Context: an optimization exercise on an open-source flow, tuned for small area and a short achievable clock period. The choices shown serve that exercise and are no tape-out recipe.
Only simulation tests tie the RTL to the original design; equivalence was not proved.
The clock input has no modelled driver; a real chip could not lean on it and would need a root buffer or a full tree.

==> inputs of run P <==
Design SYS_CORE, start of the top module:
module SYS_CORE (
    input  wire       CLK,
    input  wire       RST,
    input  wire [7:0] RX_P_DATA,
    input  wire       RX_data_valid,
    input  wire       TX_Busy,
    output wire [7:0] TX_P_DATA,
    output wire       TX_DATA_VALID
);
==> flow/config.mk <==
export PLATFORM = sky130hd
export DESIGN_NAME = SYS_CORE
export DESIGN_NICKNAME = SYS_CORE
export VERILOG_FILES = /design/flow/design.v
export SDC_FILE = /design/flow/constraint.sdc
export NUM_CORES = 4
export LEC_CHECK = 0
export CAP_MARGIN = 20
export CORE_MARGIN = 2
export CORE_UTILIZATION = 60
export SLEW_MARGIN = 20
==> flow/constraint.sdc <==
create_clock -name core_clock -period 28.0 [get_ports {CLK}]
set_input_delay 5.6000 -clock core_clock [delete_from_list [all_inputs] [get_ports {CLK}]]
set_output_delay 5.6000 -clock core_clock [all_outputs]
set_load 0.01 [all_outputs]
standard.sh (not shown) runs the stock make flow with config.mk's settings and CLKGATE_MAP_FILE= SYNTH_SCRIPT=/design/flow/synth_recipe.tcl, a recipe that flattens the netlist after the stock synthesis.
==> flow/flow/run.sh <==
#!/bin/bash
# Layout flow: the standard ORFS flow (standard.sh), with settings that
# only change how the layout is built:
#  * synthesis is synth_recipe.tcl unchanged except for ABC's combinational
#    mapping script (flow/synth.tcl: area-oriented amap); registers are the
#    standard synthesis's;
#  * port buffers are small sky130_fd_sc_hd__buf_1 cells instead of the
#    default delay-buffer cells (every port still gets its buffer);
#  * clock tree: flow/clock_tree.tcl (ORFS PRE_CTS_TCL hook) builds a
#    balanced two-level tree, one clkbuf_16 root and ten clkbuf_8 leaves
#    over compact groups of flip-flops, in place of TritonCTS's H-tree;
#  * repair_timing works to a larger setup margin, so it also sizes the
#    short input-to-output path (TX_Busy -> TX_DATA_VALID) that sets the
#    achieved period; at 28 ns it would otherwise leave that path alone.
# Each step's full output stays in orfs/logs/; make's own output goes to
# flow_make.log in this folder.
set -euo pipefail
HERE=$(pwd)
export FLOW_SYNTH_TCL="$HERE/synth_recipe.tcl"
export BUFFER_PORTS_ARGS="-buffer_cell sky130_fd_sc_hd__buf_1"
export PRE_CTS_TCL="$HERE/flow/clock_tree.tcl"
export FLOW_CLOCK_PORT=CLK
export CTREE_LEAVES=10
bash standard.sh "SYNTH_SCRIPT=$HERE/flow/synth.tcl" SETUP_SLACK_MARGIN=17.5 finish > flow_make.log 2>&1
==> flow/flow/clock_tree.tcl <==
# Clock tree, sourced as ORFS's PRE_CTS_TCL hook: replaces the
# clock_tree_synthesis call of cts.tcl with a plain two-level tree.
# The flip-flop clock pins on the clock port's net are split by recursive
# bisection of their placed locations into nleaves near-equal groups;
# each group gets one leaf buffer at its centroid, and one root buffer at
# the centroid of the leaves is the only cell the clock port drives.
# Every register sees the same two buffer stages (no deliberate skew).
# The rest of cts.tcl (placement legalization, timing repair) runs as usual.

proc ctree_split {items k} {
  # items: list of {iterm x y}; returns k groups of near-equal size, each
  # split across the wider side of its bounding box
  if {$k <= 1 || [llength $items] < 2} { return [list $items] }
  set xs {}; set ys {}
  foreach it $items { lappend xs [lindex $it 1]; lappend ys [lindex $it 2] }
  set xs [lsort -integer $xs]; set ys [lsort -integer $ys]
  set dx [expr {[lindex $xs end] - [lindex $xs 0]}]
  set dy [expr {[lindex $ys end] - [lindex $ys 0]}]
  set c [expr {$dx >= $dy ? 1 : 2}]
  set sorted [lsort -integer -index $c $items]
  set k1 [expr {$k / 2}]
  set h [expr {([llength $sorted] * $k1 + $k / 2) / $k}]
  return [concat [ctree_split [lrange $sorted 0 [expr {$h - 1}]] $k1] \
                 [ctree_split [lrange $sorted $h end] [expr {$k - $k1}]]]
}

proc ctree_place {inst x y} {
  # detailed_placement in cts.tcl legalizes the location
  $inst setLocation [expr {int($x)}] [expr {int($y)}]
  $inst setPlacementStatus PLACED
}

proc clock_tree_synthesis {args} {
  set nleaves 9
  if {[info exists ::env(CTREE_LEAVES)]} { set nleaves $::env(CTREE_LEAVES) }
  set leaf_cell sky130_fd_sc_hd__clkbuf_8
  set root_cell sky130_fd_sc_hd__clkbuf_16
  if {[info exists ::env(CTREE_LEAF)]} { set leaf_cell $::env(CTREE_LEAF) }
  if {[info exists ::env(CTREE_ROOT)]} { set root_cell $::env(CTREE_ROOT) }
  set db [ord::get_db]
  set block [ord::get_db_block]
  set port [$block findBTerm $::env(FLOW_CLOCK_PORT)]
  set clknet [$port getNet]
  set items {}
  foreach it [$clknet getITerms] {
    set inst [$it getInst]
    set bb [$inst getBBox]
    lappend items [list $it [expr {([$bb xMin] + [$bb xMax]) / 2}] [expr {([$bb yMin] + [$bb yMax]) / 2}]]
  }
  puts "clock tree: [llength $items] sinks on [$clknet getName], $nleaves leaves"
  set groups [ctree_split $items $nleaves]

  set rootnet [odb::dbNet_create $block "clknet_root"]
  $rootnet setSigType CLOCK
  set root [odb::dbInst_create $block [$db findMaster $root_cell] "clkbuf_root"]
  [$root findITerm A] connect $clknet
  [$root findITerm X] connect $rootnet
  set i 0
  set sx 0; set sy 0
  foreach g $groups {
    set net [odb::dbNet_create $block "clknet_leaf_$i"]
    $net setSigType CLOCK
    set buf [odb::dbInst_create $block [$db findMaster $leaf_cell] "clkbuf_leaf_$i"]
    [$buf findITerm A] connect $rootnet
    [$buf findITerm X] connect $net
    set cx 0; set cy 0
    foreach it $g {
      set iterm [lindex $it 0]
      $iterm disconnect
      $iterm connect $net
      set cx [expr {$cx + [lindex $it 1]}]
      set cy [expr {$cy + [lindex $it 2]}]
    }
    set cx [expr {$cx / [llength $g]}]; set cy [expr {$cy / [llength $g]}]
    ctree_place $buf $cx $cy
    set sx [expr {$sx + $cx}]; set sy [expr {$sy + $cy}]
    puts "clock tree: leaf $i drives [llength $g] sinks at ($cx, $cy)"
    incr i
  }
  ctree_place $root [expr {$sx / $i}] [expr {$sy / $i}]
  $clknet setSigType CLOCK
  global_connect
  set_propagated_clock [all_clocks]
}
==> flow/flow/synth.tcl <==
# Synthesis: the standard synthesis script (synth_recipe.tcl, unchanged),
# with only ABC's combinational mapping script replaced by an area-oriented
# one (amap). Registers are mapped before ABC runs, so they are the standard
# synthesis's registers, with the same names and cell types.
proc abc {args} {
  set keep {}
  set skip 0
  foreach a $args {
    if {$skip} { set skip 0; continue }
    if {$a eq "-script" || $a eq "-D"} { set skip 1; continue }
    lappend keep $a
  }
  lappend keep -script "+strash;dch,-f;amap;strash;dch,-f;amap;topo"
  puts "area abc: $keep"
  yosys abc {*}$keep
}
source $::env(FLOW_SYNTH_TCL)
==> run M (differences from run P) <==
==> flow/flow/run.sh (replaced) <==
#!/bin/bash
# Layout flow: the standard ORFS flow (standard.sh, unchanged synthesis),
# with settings that only change how the layout is built:
#  * port buffers are small sky130_fd_sc_hd__buf_1 cells instead of the
#    default delay-buffer cells (every port still gets its buffer);
#  * clock tree: clkbuf_8 buffers and no dummy balancing loads;
#  * repair_timing works to a larger setup margin, so it also sizes the
#    short input-to-output path (TX_Busy -> TX_DATA_VALID) that sets the
#    achieved period; at 28 ns it would otherwise leave that path alone.
# Each step's full output stays in orfs/logs/; make's own output goes to
# flow_make.log in this folder.
set -euo pipefail
export BUFFER_PORTS_ARGS="-buffer_cell sky130_fd_sc_hd__buf_1"
export CTS_ARGS="-sink_clustering_enable -repair_clock_nets -dont_use_dummy_load -buf_list sky130_fd_sc_hd__clkbuf_8"
bash standard.sh SETUP_SLACK_MARGIN=17.5 finish > flow_make.log 2>&1
removed: flow/flow/clock_tree.tcl
removed: flow/flow/synth.tcl
==> reports/metrics.csv <==
stage,metric,value,unit
run_status,status,"complete, no violations",
yosys,synthCells,548,
yosys,synthAdderAreaFrac,5.75,%
worst_setup_path,rrSetupSlack,20.59,ns
yosys,ys_seq_area_share,61.7,%
floorplanning,nWellTaps,129,
timing,period_needed,11.52,ns
drt,viasPerCell,6.05,
yosys,syn-num-nets,582,
# the run above: run P

==> reports/metrics.csv <==
stage,metric,value,unit
yosys,synthCells,569,
yosys,syn-num-nets,603,
final_layout,area_delta_synth_final,5.84,%
run_status,status,"complete, no violations",
timing,period_needed,11.51,ns
place,io_buffer_count,20,
yosys,synthAdderAreaFrac,5.38,%
floorplanning,nWellTaps,136,
clocking,cts.clk_slew.worst_paths,0.07,ns
drt,viasPerCell,5.88,
yosys,ys_seq_area_share,57.8,%
worst_setup_path,rrSetupSlack,20.38,ns
yosys,synthMostInstantiatedCell,dfxtp_1,
# the run above: run M

In run P the design's own scripts or RTL, not TritonCTS, make the clock network.

* * *

==> inputs of yarrow <==
Another version of the RTL of SYS_CORE (not shown whole).
export LEC_CHECK = 0
export CAP_MARGIN = 20
export CORE_MARGIN = 2
export CORE_UTILIZATION = 60
export CTS_BUF_LIST = sky130_fd_sc_hd__clkbuf_4 sky130_fd_sc_hd__clkbuf_8
export SLEW_MARGIN = 20
create_clock -name core_clock -period 28.0 [get_ports {CLK}]
==> flow/flow/run.sh <==
#!/bin/bash
# Layout flow: the standard ORFS flow, with two changes that only affect
# how the layout is built:
#  * port buffers are small sky130_fd_sc_hd__buf_2 cells instead of the
#    default delay-buffer cells (every port still gets its buffer);
#  * repair_timing works to a larger setup margin, so it also sizes the
#    short input-to-output path (TX_Busy -> TX_DATA_VALID) that sets the
#    achieved period, which it would otherwise leave alone at 28 ns.
# Each step's full output stays in orfs/logs/; make's own output goes to
# flow_make.log in this folder.
set -euo pipefail
export BUFFER_PORTS_ARGS="-buffer_cell sky130_fd_sc_hd__buf_2"
bash standard.sh SETUP_SLACK_MARGIN=15.9 finish > flow_make.log 2>&1
==> inputs of lagoon, as changes to yarrow <==
==> flow/run.sh (new file) <==
#!/bin/bash
# synth_recipe.tcl (not shown) runs the flow's synth.tcl, then flattens the netlist and writes it again
# the make line also repeats each setting of config.mk as NAME=value (left out here)
make -C /OpenROAD-flow-scripts/flow DESIGN_CONFIG=/design/flow/config.mk WORK_HOME=/design/flow/orfs CLKGATE_MAP_FILE= SYNTH_SCRIPT=/design/flow/synth_recipe.tcl finish
- CORE_UTILIZATION: 60 -> 40
- CTS_BUF_LIST: sky130_fd_sc_hd__clkbuf_4 sky130_fd_sc_hd__clkbuf_8 -> unset
removed: flow/flow/run.sh
removed: flow/standard.sh
==> inputs of nickel, as changes to yarrow <==
==> flow/design.v (replaced) <==
module SYS_CORE (
    input  wire       CLK,
    input  wire       RST,
    input  wire [7:0] RX_P_DATA,
    input  wire       RX_data_valid,
    input  wire       TX_Busy,
    output wire [7:0] TX_P_DATA,
    output wire       TX_DATA_VALID
);
    localparam [3:0] S_IDLE  = 4'd0,
                     S_WADDR = 4'd1,    
                     S_WDATA = 4'd2,    
                     S_RADDR = 4'd3,    
                     S_RWAIT = 4'd4,    
                     S_OPA   = 4'd5,    
                     S_OPB   = 4'd6,    
                     S_FUN   = 4'd7,    
                     S_ARITH = 4'd8,    
                     S_MUL   = 4'd9,
                     S_DIV   = 4'd10,
                     S_SEND  = 4'd11;
    reg  [3:0]  state;
    reg  [3:0]  addr;       
    reg         wp;         
    reg         clr;        
    reg  [3:0]  pos;        
    reg  [7:0]  ring [0:13];
    reg  [7:0]  rf0, rf1;
    reg  [15:0] P;
    wire        rx  = RX_data_valid;
    wire [7:0]  rxd = RX_P_DATA;
    wire [3:0]  f   = rxd[3:0];
    wire        hit = (pos == addr) & ~clr;
    wire        lo_addr = (addr[3:1] == 3'b000);
    wire [7:0]  inj = clr ? 8'h00 : ((wp & hit) ? P[7:0] : ring[0]);
    integer i;
    always @(posedge CLK) begin
        for (i = 0; i < 13; i = i + 1)
            ring[i] <= ring[i+1];
        ring[13] <= inj;
    end
    always @(posedge CLK or negedge RST)
        if (!RST) begin
            pos <= 4'd2;
            clr <= 1'b1;
        end else begin
            pos <= (pos == 4'd15) ? 4'd2 : pos + 4'd1;
            if (pos == 4'd15) clr <= 1'b0;
        end
    always @(posedge CLK or negedge RST)
        if (!RST) begin
            rf0 <= 8'h00;
            rf1 <= 8'h00;
        end else if (rx) begin
            if (state == S_OPA || (state == S_WDATA && addr == 4'd0)) rf0 <= rxd;
            if (state == S_OPB || (state == S_WDATA && addr == 4'd1)) rf1 <= rxd;
        end
    wire [7:0] A = rf0;
    wire [7:0] B = rf1;
    wire        sub = (state == S_DIV) | ((state == S_ARITH) & (addr != 4'd0));
    wire [8:0]  ax  = (state == S_MUL) ? {1'b0, P[15:8]} :
                      (state == S_DIV) ? {P[15:8], P[7]} : {1'b0, P[7:0]};
    wire [7:0]  ay  = (state == S_MUL && !P[0]) ? 8'h00 : B;
    wire [9:0]  sum = {1'b0, ax} + ({2'b00, ay} ^ {10{sub}}) + {9'd0, sub};
    wire        nb  = ~sum[9];              
    wire        eq  = (sum[7:0] == 8'h00);
    wire        last = (addr[2:0] == 3'd7);
    always @(posedge CLK or negedge RST)
        if (!RST) begin
            state <= S_IDLE;
            wp    <= 1'b0;
        end else begin
            if (wp & hit) wp <= 1'b0;
            case (state)
                S_IDLE:
                    if (rx)
                        case (rxd)
                            8'hAA:   state <= S_WADDR;
                            8'hBB:   state <= S_RADDR;
                            8'hCC:   state <= S_OPA;
                            8'hDD:   state <= S_FUN;
                            default: state <= S_IDLE;
                        endcase
                S_WADDR: if (rx) state <= S_WDATA;
                S_WDATA: if (rx) begin
                             state <= S_IDLE;
                             if (!lo_addr) wp <= 1'b1;
                         end
                S_RADDR: if (rx) state <= S_RWAIT;
                S_RWAIT: if (lo_addr | hit) state <= S_SEND;
                S_OPA:   if (rx) state <= S_OPB;
                S_OPB:   if (rx) state <= S_FUN;
                S_FUN:   if (rx)
                             case (f)
                                 4'd0, 4'd1, 4'd9, 4'd10, 4'd11: state <= S_ARITH;
                                 4'd2:    state <= S_MUL;
                                 4'd3:    state <= S_DIV;
                                 default: state <= S_SEND;
                             endcase
                S_ARITH: state <= S_SEND;
                S_MUL:   if (last) state <= S_SEND;
                S_DIV:   if (last) state <= S_SEND;
                S_SEND:  if (!TX_Busy && P[15:8] == 8'h00) state <= S_IDLE;
                default: state <= S_IDLE;
            endcase
        end
    always @(posedge CLK) begin
        case (state)
            S_WADDR, S_RADDR: if (rx) addr <= rxd[3:0];
            S_FUN:            if (rx) addr <= (f[3:1] == 3'b001) ? 4'd0 : f;
            S_MUL, S_DIV:     addr <= addr + 4'd1;
            default: ;
        endcase
    end
    always @(posedge CLK) begin
        case (state)
            S_WDATA: if (rx) P[7:0] <= rxd;
            S_RWAIT:
                if (lo_addr)
                    P <= {8'h00, addr[0] ? B : A};
                else if (hit)
                    P <= {8'h00, ring[0]};
            S_FUN:
                if (rx)
                    case (f)
                        4'd4:    P <= {8'h00, A & B};
                        4'd5:    P <= {8'h00, A | B};
                        4'd6:    P <= {8'hFF, ~(A & B)};
                        4'd7:    P <= {8'hFF, ~(A | B)};
                        4'd8:    P <= 16'h0000;
                        4'd12:   P <= {9'h000, A[7:1]};
                        4'd13:   P <= {7'h00, A, 1'b0};
                        4'd14:   P <= {9'h000, B[7:1]};
                        4'd15:   P <= {7'h00, B, 1'b0};
                        default: P <= {8'h00, A};
                    endcase
            S_ARITH:
                case (addr)
                    4'd0:    P <= {7'h00, sum[8:0]};
                    4'd9:    P <= {15'h0000, eq};
                    4'd10:   P <= {14'h0000, nb & ~eq, 1'b0};
                    4'd11:   P <= {14'h0000, ~nb, ~nb};
                    default: P <= {{8{~nb}}, sum[7:0]};
                endcase
            S_MUL: P <= {sum[8:0], P[7:1]};
            S_DIV:
                if (nb)
                    P <= {last ? 8'h00 : sum[7:0], P[6:0], 1'b1};
                else
                    P <= {last ? 8'h00 : ax[7:0], P[6:0], 1'b0};
            S_SEND: if (!TX_Busy) P <= {8'h00, P[15:8]};
            default: ;
        endcase
    end
    assign TX_P_DATA     = P[7:0];
    assign TX_DATA_VALID = (state == S_SEND) & ~TX_Busy;
endmodule
==> flow/run.sh (new file) <==
#!/bin/bash
# synth_recipe.tcl (not shown) runs the flow's synth.tcl, then flattens the netlist and writes it again
# the make line also repeats each setting of config.mk as NAME=value (left out here)
make -C /OpenROAD-flow-scripts/flow DESIGN_CONFIG=/design/flow/config.mk WORK_HOME=/design/flow/orfs CLKGATE_MAP_FILE= SYNTH_SCRIPT=/design/flow/synth_recipe.tcl finish
- CORE_UTILIZATION: 60 -> 40
- CTS_BUF_LIST: sky130_fd_sc_hd__clkbuf_4 sky130_fd_sc_hd__clkbuf_8 -> unset
removed: flow/flow/run.sh
removed: flow/standard.sh
==> comparison <==
Setup slack: nickel is lower than yarrow (0.80 ns).
Design area: yarrow < lagoon < nickel.
The lowest utilization belongs to nickel, the highest to yarrow.
Of lagoon and nickel, nickel has the higher global-route usage (gap 1.5 points).

## re-timing with driven ports
Ports are ideal in the flow. The routed layouts listed here were re-timed in OpenROAD. Step 1 (the two cells are an assumption about what drives the block):
set clk [get_ports {CLK}]
set_driving_cell -lib_cell sky130_fd_sc_hd__clkbuf_16 $clk
set_driving_cell -lib_cell sky130_fd_sc_hd__buf_2 [delete_from_list [all_inputs] $clk]
Step 2 adds t to the input delays and takes it off the output delays; t is the mean of the earliest and latest rising clock arrival at the registers after step 1. Input paths then give back, and output paths get back, about the clock's delay inside the block. Three values: no drivers, after step 1, after step 2; two values: the first two.
run	shift t [ns]	slack for setup (ns)	worst register clock-pin slew, ns
run P	0.372	16.485 / 16.454 / 16.454	0.12 / 0.12
run M	0.463	16.491 / 16.460 / 16.460	0.09 / 0.09
yarrow	0.485	16.337 / 16.319 / 16.319	0.09 / 0.09
lagoon	0.461	15.536 / 15.514 / 15.514	0.07 / 0.07
nickel	0.470	15.535 / 15.514 / 15.514	0.08 / 0.08
After both steps every run listed still meets setup and hold.
